From an optimization exercise on the open Yosys and OpenROAD flow, aimed at small area; shortcuts taken in it are not production practice.
Only simulation tests tie the RTL to the original design; equivalence was not proved.
No activity file was given, so power comes from the tool's default toggle rates.

--- flow/run.sh ---
#!/bin/bash
# synth_recipe.tcl (not shown) runs the flow's synth.tcl, then flattens the netlist and writes it again
# the make line also repeats each setting of config.mk as NAME=value (left out here)
make -C /OpenROAD-flow-scripts/flow DESIGN_CONFIG=/design/flow/config.mk WORK_HOME=/design/flow/orfs CLKGATE_MAP_FILE= SYNTH_SCRIPT=/design/flow/synth_recipe.tcl finish
--- flow/config.mk ---
export PLATFORM = sky130hd
export DESIGN_NAME = TopModule
export DESIGN_NICKNAME = TopModule
export VERILOG_FILES = /design/flow/design.v
export SDC_FILE = /design/flow/constraint.sdc
export NUM_CORES = 4
export LEC_CHECK = 0
export CAP_MARGIN = 20
export CORE_MARGIN = 2
export CORE_UTILIZATION = 40
export SLEW_MARGIN = 20
--- flow/constraint.sdc ---
create_clock -name core_clock -period 6.0 [get_ports {clk}]
set_input_delay 1.2000 -clock core_clock [delete_from_list [all_inputs] [get_ports {clk}]]
set_output_delay 1.2000 -clock core_clock [all_outputs]
set_load 0.01 [all_outputs]
--- flow/design.v ---
`timescale 1ns / 1ps
module debounce(input logic clk, input logic rst, input logic button,output logic pulse );
logic [4:0] timer;
typedef enum logic [1:0]{S0,S1,S2,S3} states;
states state, nextState;
logic gotInput;
always_ff@(posedge clk)
    begin    
        if(rst)
            state <= S0;
        else
            state <= nextState;
        if(rst)
            timer <= 0;
        else if(gotInput)
            timer <= 24;
        else
            timer <= timer - 1;
    end
always_comb
    case(state)
        S0: if(button) 
            begin  
                nextState = S1;    
                gotInput = 1;
            end
            else begin nextState = S0; gotInput = 0; end
        S1: begin nextState = S2; gotInput = 0; end
        S2: begin nextState = S3; gotInput = 0; end
        S3: begin if(timer == 0) nextState = S0; else nextState = S3; gotInput = 0; end
        default: begin nextState = S0; gotInput = 0; end
        endcase
assign pulse = ( state == S1 );
endmodule
`timescale 1ns / 1ps
module instruction(
    input logic[4:0] readAddress,
    output logic [15:0] readData,
    output logic [15:0] readData2
    );
    logic [4:0] readAddress2;
    assign readAddress2 = readAddress + 5'd1;
    function automatic logic [15:0] instructions(input logic [4:0] a);
        case (a)
        5'd0: instructions = 16'b001_1_0000_0000_0100;  
        5'd1: instructions = 16'b001_1_0001_0000_0101;  
        5'd2: instructions = 16'b000_0_0000_0000_0000;  
        5'd3: instructions = 16'b000_0_0000_0001_0001;  
        5'd4: instructions = 16'b001_1_0100_00000010;  
        5'd5: instructions = 16'b001_1_0101_00000011;  
        5'd6: instructions = 16'b000_0_0000_0000_0100;  
        5'd7: instructions = 16'b000_0_0000_0001_0101;  
        5'd8: instructions = 16'b001_0_0000_0000_0000;  
        5'd9: instructions = 16'b001_0_0000_0001_0001;  
        5'd10: instructions = 16'b001_1_0010_00000000;  
        5'd11: instructions = 16'b001_1_1111_00000000;  
        5'd12: instructions = 16'b001_1_0100_00000001;  
        5'd13: instructions = 16'b101_10001_0010_0001;  
        5'd14: instructions = 16'b010_0_1111_1111_0000;  
        5'd15: instructions = 16'b010_0_0010_0010_0100;  
        5'd16: instructions = 16'b101_01101_0000_0000;  
        5'd17: instructions = 16'b000_0_0000_0011_1111;  
        5'd18: instructions = 16'b111_0_0000_0011_0011;  
        5'd19: instructions = 16'b001_1_0000_0000011;  
        default: instructions = 16'b0;  
        endcase
    endfunction
    assign readData = instructions(readAddress);
    assign readData2 = instructions(readAddress2);
endmodule
`timescale 1ns / 1ps
module controller(
        input logic clk,
        input logic rst,
        input logic [15:0]RDinst,
        input logic [7:0]regData1,
        input logic [7:0]regData2,
        input logic [7:0]memData,
        output logic ALUCONTROL,
        output logic Branch,
        output logic regWrite,
        output logic memWrite,
        output logic [3:0]Adress,
        output logic [7:0]Data,
        output logic jmp
    );
    logic [3:0]LAdress;
    logic LALUCONTROL;
    logic LBranch;
    logic LregWrite;
    logic LmemWrite;
    logic [7:0]LData;
    logic Ljmp;
assign LALUCONTROL = 0;
assign LBranch = 0;
      always_ff@ (posedge clk)
      begin
      if(rst)
      begin
      Ljmp <= 0;
      LmemWrite <= 0;
      LregWrite <= 0;
      LAdress <= 0;
      LData <= 0;
      end
      else if(RDinst[15:12] == 1)
      begin
      Ljmp <=0;
      LmemWrite <= 1;
      LregWrite <= 0;
      LAdress <= RDinst[11:8];
      LData <= RDinst[7:0];
      end
      else if(RDinst[15:12] == 0)
      begin
      Ljmp <=0;
      LmemWrite <= 1;
      LregWrite <= 0;
      LAdress <= RDinst[7:4];
      LData <= regData2;
      end
      else if(RDinst[15:12] == 3)
      begin
      Ljmp <=0;
      LregWrite <= 1;
      LmemWrite <= 0;
      LAdress <= RDinst[11:8];
      LData <= RDinst[7:0];
      end
      else if(RDinst[15:12] == 2)
      begin
      Ljmp <=0;
      LregWrite <= 1;
      LmemWrite <= 0;
      LAdress <= RDinst[7:4];
      LData <= memData;
      end
      else if(RDinst[15:12] == 4 || RDinst[15:12] == 5)
      begin
      Ljmp <=0;
      LregWrite <= 1;
      LmemWrite <= 0;
      LAdress <= RDinst[11:8];
      LData <= regData2+regData1;
     end
      else if((RDinst[15:12] == 10 || RDinst[15:12] == 11) && (regData2 == regData1 ))
      begin
      Ljmp <= 1;
      LregWrite <= 0;
      LmemWrite <= 0;
      end
      else
      begin
      Ljmp <= 0;
      LregWrite <= 0;
      LmemWrite <= 0;
      end
      end
assign ALUCONTROL = LALUCONTROL;
assign memWrite = LmemWrite;
assign regWrite = LregWrite;
assign Branch = LBranch;
assign Data = LData;
assign Adress = LAdress;
assign jmp = Ljmp;
endmodule
`timescale 1ns / 1ps
module registerFile(
    input logic clk,
    input logic reset,
    input logic writeEnable,
    input logic[3:0] A1,
    input logic[3:0] A2,
    input logic[3:0] A3,
    input logic[7:0] WD3,
    output logic[7:0] RD1,
    output logic[7:0] RD2
    );
    logic [7:0] registerArr [15:0];
    integer j;
    always_ff@ (posedge clk)
    begin
        if(writeEnable) registerArr[A3] <= WD3;
        if(reset)
        for (j=0; j < 16; j=j+1) begin
            registerArr[j] <= 8'b0;  
        end
       end
    assign RD1 = registerArr[A1];
    assign RD2 = registerArr[A2];
endmodule
`timescale 1ns / 1ps
module dataMemory(
input logic clk,
input logic reset,
input logic WE,
input logic [3:0] A,
input logic [3:0] A2,
input logic [3:0] address,
input logic [7:0] WD,
output logic [7:0] RD,
output logic [7:0] RD2
    );
    logic [7:0] memory [15:0];
    integer j;
    always_ff@(posedge clk)
    begin
    if(WE) memory[address] <= WD;
    if(reset)
    for (j=0; j < 16; j=j+1) begin
            memory[j] <= 8'b0;  
        end
    end
    assign RD = memory[A];
    assign RD2 = memory[A2];
endmodule
`timescale 1ns / 1ps
module SevSeg_4digit(
 input clk, 
 input rst,
 input [3:0] in3, in2, in1, in0,  
 output [6:0]seg, output logic dp,  
 output [3:0] an    
 );
localparam N = 4;
logic [N-1:0] count;
always@ (posedge clk)
	if (rst)
		count <= {N{1'b0}};
	else
		count <= count + 1;
logic [4:0]digit_val;  
logic [3:0]digit_en;   
always@ (*)
 begin
 digit_en = 4'b1111;  
 digit_val = in0;  
  case(count[N-1:N-2])  
   2'b00 :   
    begin
     digit_val = {1'b0, in0};
     digit_en = 4'b1110;
    end
   2'b01:   
    begin
     digit_val = {1'b0, in1};
     digit_en = 4'b1101;
    end
   2'b10:   
    begin
     digit_val = {1'b1, in2};
     digit_en = 4'b1011;
    end
   2'b11:   
    begin
     digit_val = {1'b0, in3};
     digit_en = 4'b0111;
    end
  endcase
 end
logic [6:0] sseg_LEDs; 
always @(*)
 begin 
  sseg_LEDs = 7'b1111111;  
  case( digit_val)
   5'd0 : sseg_LEDs = 7'b1000000;  
   5'd1 : sseg_LEDs = 7'b1111001;  
   5'd2 : sseg_LEDs = 7'b0100100;  
   5'd3 : sseg_LEDs = 7'b0110000;  
   5'd4 : sseg_LEDs = 7'b0011001;  
   5'd5 : sseg_LEDs = 7'b0010010;  
   5'd6 : sseg_LEDs = 7'b0000010;  
   5'd7 : sseg_LEDs = 7'b1111000;  
   5'd8 : sseg_LEDs = 7'b0000000;  
   5'd9 : sseg_LEDs = 7'b0010000;  
   5'd10: sseg_LEDs = 7'b0001000;  
   5'd11: sseg_LEDs = 7'b0000011;  
   5'd12: sseg_LEDs = 7'b1000110;  
   5'd13: sseg_LEDs = 7'b0100001;  
   5'd14: sseg_LEDs = 7'b0000110;  
   5'd15: sseg_LEDs = 7'b0001110;  
   5'd16: sseg_LEDs = 7'b0110111;  
   default : sseg_LEDs = 7'b0111111;  
  endcase
 end
assign an = digit_en;
assign seg = sseg_LEDs; 
assign dp = 1'b1;  
endmodule
`timescale 1ns / 1ps
module TopModule(
        input logic clk,
        input logic rst,
        input middleB,
        input upB,
        input leftB,
        input rightB,
        input downB,
        input [15:0]sw,
        output logic [6:0] seg, 
        output logic dp, 
        output logic [3:0]an,
        output logic [15:0]led
    );
    logic rightButtonPushed, leftButtonPushed, downButtonPushed, middleButtonPushed,upButtonPushed;
    debounce debounceModuleForRight(clk, rst, rightB, rightButtonPushed);
    debounce debounceModuleForLeft(clk, rst, leftB, leftButtonPushed);
    debounce debounceModuleForDown(clk, rst, downB, downButtonPushed);
    debounce debounceModuleForMid(clk, rst, middleB, middleButtonPushed);
    debounce debounceModuleForUp(clk, rst, upB, upButtonPushed);
    logic [4:0]Ains;
    logic [15:0]RDinst;
    logic [15:0]RDinst2;
    logic [7:0 ]RD1reg; 
    logic [7:0] RD2reg; 
    logic [3:0] Amem;
    logic [7:0] RDmem; 
    logic [7:0] RDmem2;
    logic  ALUCONTROL;
    logic  Branch;
    logic  regWrite;
    logic  memWrite;
    logic  [7:0]Data;
    logic  [3:0]Adress;
    logic jmp;
    logic reset;
    logic takeFromSw;
    logic [15:0]cntInput;
    logic clearMem;
    always_ff@ (posedge clk) begin
    if (rst) begin
    takeFromSw <= 0;
    reset <= 0;
    Amem <= 0;
    Ains <= 0;
    end
    else if (rightButtonPushed) begin 
    takeFromSw <= 0;
    reset <= 0;
        if (Amem < 15)
            Amem <= Amem + 1; 
        else 
            Amem <= 0; 
    end 
    else if (leftButtonPushed)begin 
      takeFromSw <= 0;
     reset <= 0;
        if (Amem > 0) 
            Amem <= Amem - 1; 
        else 
            Amem <= 15; 
    end
    else if(downButtonPushed)begin
        takeFromSw <= 0;
        reset <= 0;
       if(jmp)
            Ains <= cntInput[12:8];
        else
            Ains <= Ains + 1; 
    end
    else if (upButtonPushed)begin
    reset <= 1;
       takeFromSw <= 0;
   end
    else if(middleButtonPushed)begin
    takeFromSw <= 1;
     reset <= 0;
    end
   end  
   instruction instruction(Ains, RDinst,RDinst2);
    assign led = RDinst2;
     always_ff@ (posedge clk) 
    if(rst)
        cntInput <= 0;
    else if(takeFromSw)
        cntInput <= sw;
    else
        cntInput <= RDinst;
    controller controller(clk, rst, cntInput,RD1reg,RD2reg,RDmem2,
    ALUCONTROL, Branch, regWrite, memWrite, Adress,Data,jmp);
    assign clearMem = reset | rst;
    registerFile register(clk,clearMem, regWrite, cntInput[7:4], cntInput[3:0],Adress,Data ,RD1reg, RD2reg);
    dataMemory memoryModule(clk,clearMem, memWrite, Amem, cntInput[3:0], Adress, Data, RDmem,RDmem2); 
    SevSeg_4digit displayModule(clk, rst, Amem, 4'd1, RDmem[7:4], RDmem[3:0], seg, dp, an);
endmodule
==> impl_metrics.env <==
export IMPL_power_leakage_nw=7.81
export IMPL_outcome="no timing/DRC/antenna violations"
export IMPL_skew_ns=0.0321
export IMPL_antenna_left=0
export IMPL_antenna_found_initial=0
export IMPL_io_buffers=49
export IMPL_cp_arrival_ns=4.30
export IMPL_ys_warn_count=7
export IMPL_tritoncts="done"
export IMPL_dr_total_vias=13700
export IMPL_cp_start_kind="flip-flop"
export IMPL_syn_avg_cell_area_um2=10.4
export IMPL_final_setup_tns_ns=0
export IMPL_wire_per_inst_um=20.7
export IMPL_ys_flop_type="dfxtp_1"
export IMPL_required_ns=4.80
export IMPL_layout_commonest_cell="dfxtp_1"
export IMPL_clk_pin_slew_worst_paths_ns=0.06
export IMPL_async_flop_share_pct=0
export IMPL_vdd_drop_max_mv=0.204
export IMPL_setup_violations=0
export IMPL_syn2layout_area_growth_pct=12.6
export IMPL_p_per_area_nw_per_um2=280
export IMPL_syn_num_nets=1847
export IMPL_synth_edf_count=0
export IMPL_synth_seq_cells=356
export IMPL_instances_no_fill=2410
export IMPL_drt_initial_drc_count=1072
export IMPL_post_cts_buffers=0
export IMPL_fmax_ghz=0.182
export IMPL_min_path_type="reg2reg"
export IMPL_drcViolationCount=0
export IMPL_ys_seq_area_share_pct=38.6
export IMPL_first_global_vias=13400
export IMPL_clock_sinks=356
export IMPL_fp_dieH_um=219
export IMPL_start_util_pct=40.6
export IMPL_cts_root_buffer="clkbuf_16"
export IMPL_grt_overflow=0
export IMPL_synth_top_area_share_pct=38.6
export IMPL_drv_slew=0
export IMPL_ys_top_cells_by_area="dfxtp_1 (39%), mux4_2 (16%), mux2i_1 (14%)"
export IMPL_design_area_um2=20800
export IMPL_yosys_area_top_type="dfxtp_1"
export IMPL_postCtsResizedCells=0
export IMPL_drive_above_1_share_pct=15.4
export IMPL_tightest_slew_ns=1.16
export IMPL_rsz0062_at_grt="no"
export IMPL_setup_worst_path_end_class="output pin"
export IMPL_syn_area_um2=18500
export IMPL_cap_violations=0
export IMPL_cts_made_buffers=40
export IMPL_holdBufCountCts=0
export IMPL_slew_headroom_pct=22.3
export IMPL_dpl_cell_area_um2=19500
export IMPL_fill_cells=4273
export IMPL_chipWidth_um=219
export IMPL_crit_type="reg2out"
export IMPL_ioPinCount=51
export IMPL_core_um2=45500
export IMPL_grt_pass1_wl_mm=77.3
export IMPL_layout_common_cells="dfxtp_1 (351), nor2_1 (332), mux2i_1 (265), mux4_2 (135), nand2_1 (96)"
export IMPL_insertedDiodeCount=0
export IMPL_power_w=0.00581
export IMPL_clk_latency_ns=0.58
export IMPL_htreeDepth=2
export IMPL_syn_inst=1783
export IMPL_hpwl_mm=32.5
export IMPL_track_usage_pct=20.8
export IMPL_synth_cell_types=71
export IMPL_num_rows=78
export IMPL_hold_viol=0
export IMPL_gp_congestion=0.881
export IMPL_fin_crit_sh_pct=91.6
export IMPL_avgViaCountPerCell=5.69
export IMPL_place_inst=2337
export IMPL_cts_buffer_depth=3
export IMPL_die_area_um2=47900
export IMPL_dr_pass1_iters=6
export IMPL_crit_path_max_fanout=17
export IMPL_grt_max_degree=99
export IMPL_drt_wl_total_mm=49.8
export IMPL_nets=1843
export IMPL_layout_min_cycle_time_ns=5.50
## per-layer routing
layer / wire [µm] / vias up / global-route usage (%)
met2: 23300 / 430 / 34.2
met4: 1780 / 0 / 7.55
met5: 0 / - / 0
li1: - / 6391 / -
met3: 2610 / 102 / 3.40
met1: 22200 / 6786 / 27.7
## final cells by class
type / instances / area (µm²) / area share (%)
Clock buffer: 57 / 1160 / 5.60
Clock inverter: 16 / 145 / 0.698
Inverter: 45 / 169 / 0.812
Sequential cell: 356 / 7140 / 34.3
Timing Repair Buffer: 93 / 841 / 4.04
Tap cell: 600 / 751 / 3.61
Multi-Input combinational cell: 1243 / 10600 / 50.9
## synth_stat cells, types with 14 or more instances
| master | instances |
|---|---|
| clkbuf_1 | 88 |
| nor2_1 | 336 |
| buf_2 | 19 |
| o21ai_0 | 35 |
| mux4_2 | 135 |
| mux2i_1 | 265 |
| a21oi_1 | 86 |
| nand2_1 | 97 |
| nor3_1 | 25 |
| mux4_1 | 17 |
| ha_1 | 40 |
| nand3_1 | 34 |
| dfxtp_1 | 356 |
| nand2b_1 | 18 |
| xnor2_1 | 19 |
| inv_1 | 43 |
| buf_1 | 14 |
| nor2b_1 | 14 |
## flip-flops by register name, summed over array words and instances (netlist names), named ones only
register                      flops
controller.LData                  8
debounceModuleForUp.timer         5
memoryModule.memory             128
RDinst                           15
takeFromSw                        1
debounceModuleForDown.state       2
controller.LAdress                4
debounceModuleForMid.state        2
controller.LregWrite              1
controller.LmemWrite              1
debounceModuleForUp.state         2
controller.Ljmp                   1
debounceModuleForMid.timer        5
cntInput                         16
reset                             1
Amem                              4
displayModule.count               4
debounceModuleForRight.state      2
debounceModuleForLeft.timer       5
Ains                              5
debounceModuleForDown.timer       5
debounceModuleForRight.timer      5
register.registerArr            128
debounceModuleForLeft.state       2
## metrics by stage
step / util, % / setup slack (ns) / hold slack [ns]
after floorplan: - / 1.94 / 0.402
after global placement: 42.8 / 1.12 / 0.414
after detailed placement: 42.8 / 1.07 / 0.431
after CTS: 45.7 / 0.456 / 0.439
after global routing: 45.7 / 0.254 / 0.449
final: 45.7 / 0.504 / 0.435
## path summary, 6_finish.rpt
| check | from | endpoint | slack, ns | cells after the start |
|---|---|---|---|---|
| worst min register to register | displayModule.count[0] | displayModule.count[0] | 0.43 | 1 |
| worst min-delay path | displayModule.count[0] | displayModule.count[0] | 0.43 | 1 |
| worst max-delay path | flip-flop | seg[3] | 0.50 | 10 |
| worst max register to register | cntInput[4] | controller.LData[6] | 2.03 | 13 |
## power breakdown
group | internal, W | total [W] | switching (W)
Clock | 0.00140 | 0.00242 | 0.00101
Combinational | 0.000345 | 0.000797 | 0.000452
Sequential | 0.00245 | 0.00260 | 0.000148
Total | 0.00420 | 0.00581 | 0.00161
## cells by family (layout without fill, tap and decap cells)
logic type / Yosys count / after routing / share of synthesized area, %
DFF: 356 / 356 / 38.6
buffers and inverters: 184 / 211 / 4.26
muxes: 424 / 424 / 33.7
adders and majority gates: 41 / 41 / 2.82
and+or+nand+nor: 551 / 551 / 12.6
AOI/OAI and AO/OA: 200 / 200 / 6.76
xor gates and xnor gates: 26 / 26 / 1.27
other: 1 / 1 / 0.0203
## critical path: stages (launching register included)
cell	delay, ns
dfxtp_2	0.72
buf_4	0.32
mux4_2	0.51
mux2i_1	0.16
o32a_1	0.17
o21ai_0	0.11
a31oi_2	0.33
ha_1	0.33
o41a_1	0.43
o221ai_1	0.09
clkdlybuf4s50_1	0.57

==> afterwards: timing with drivers on the ports <==
No port has a modelled driver above. Below, the same layout with a new extraction and two added sets of constraints. Step 1, drivers: a clkbuf_16 drives clk and a buf_2 each remaining input, both assumed. Step 2, shift: input delay + t, output delay - t, t = (earliest + latest rising clock arrival at the registers) / 2. This alone moves slack from input paths to output paths. Slacks: ideal / step 1 / step 2; pairs: ideal / step 1.
t (ns): 0.625
slack for setup (ns): 0.504 / 0.446 / 1.071
pins driven straight from the clock port: 1
After both steps setup and hold are still met in this run. The setup slack of this run moves by -0.058 ns with the drivers and by +0.567 ns with both steps.
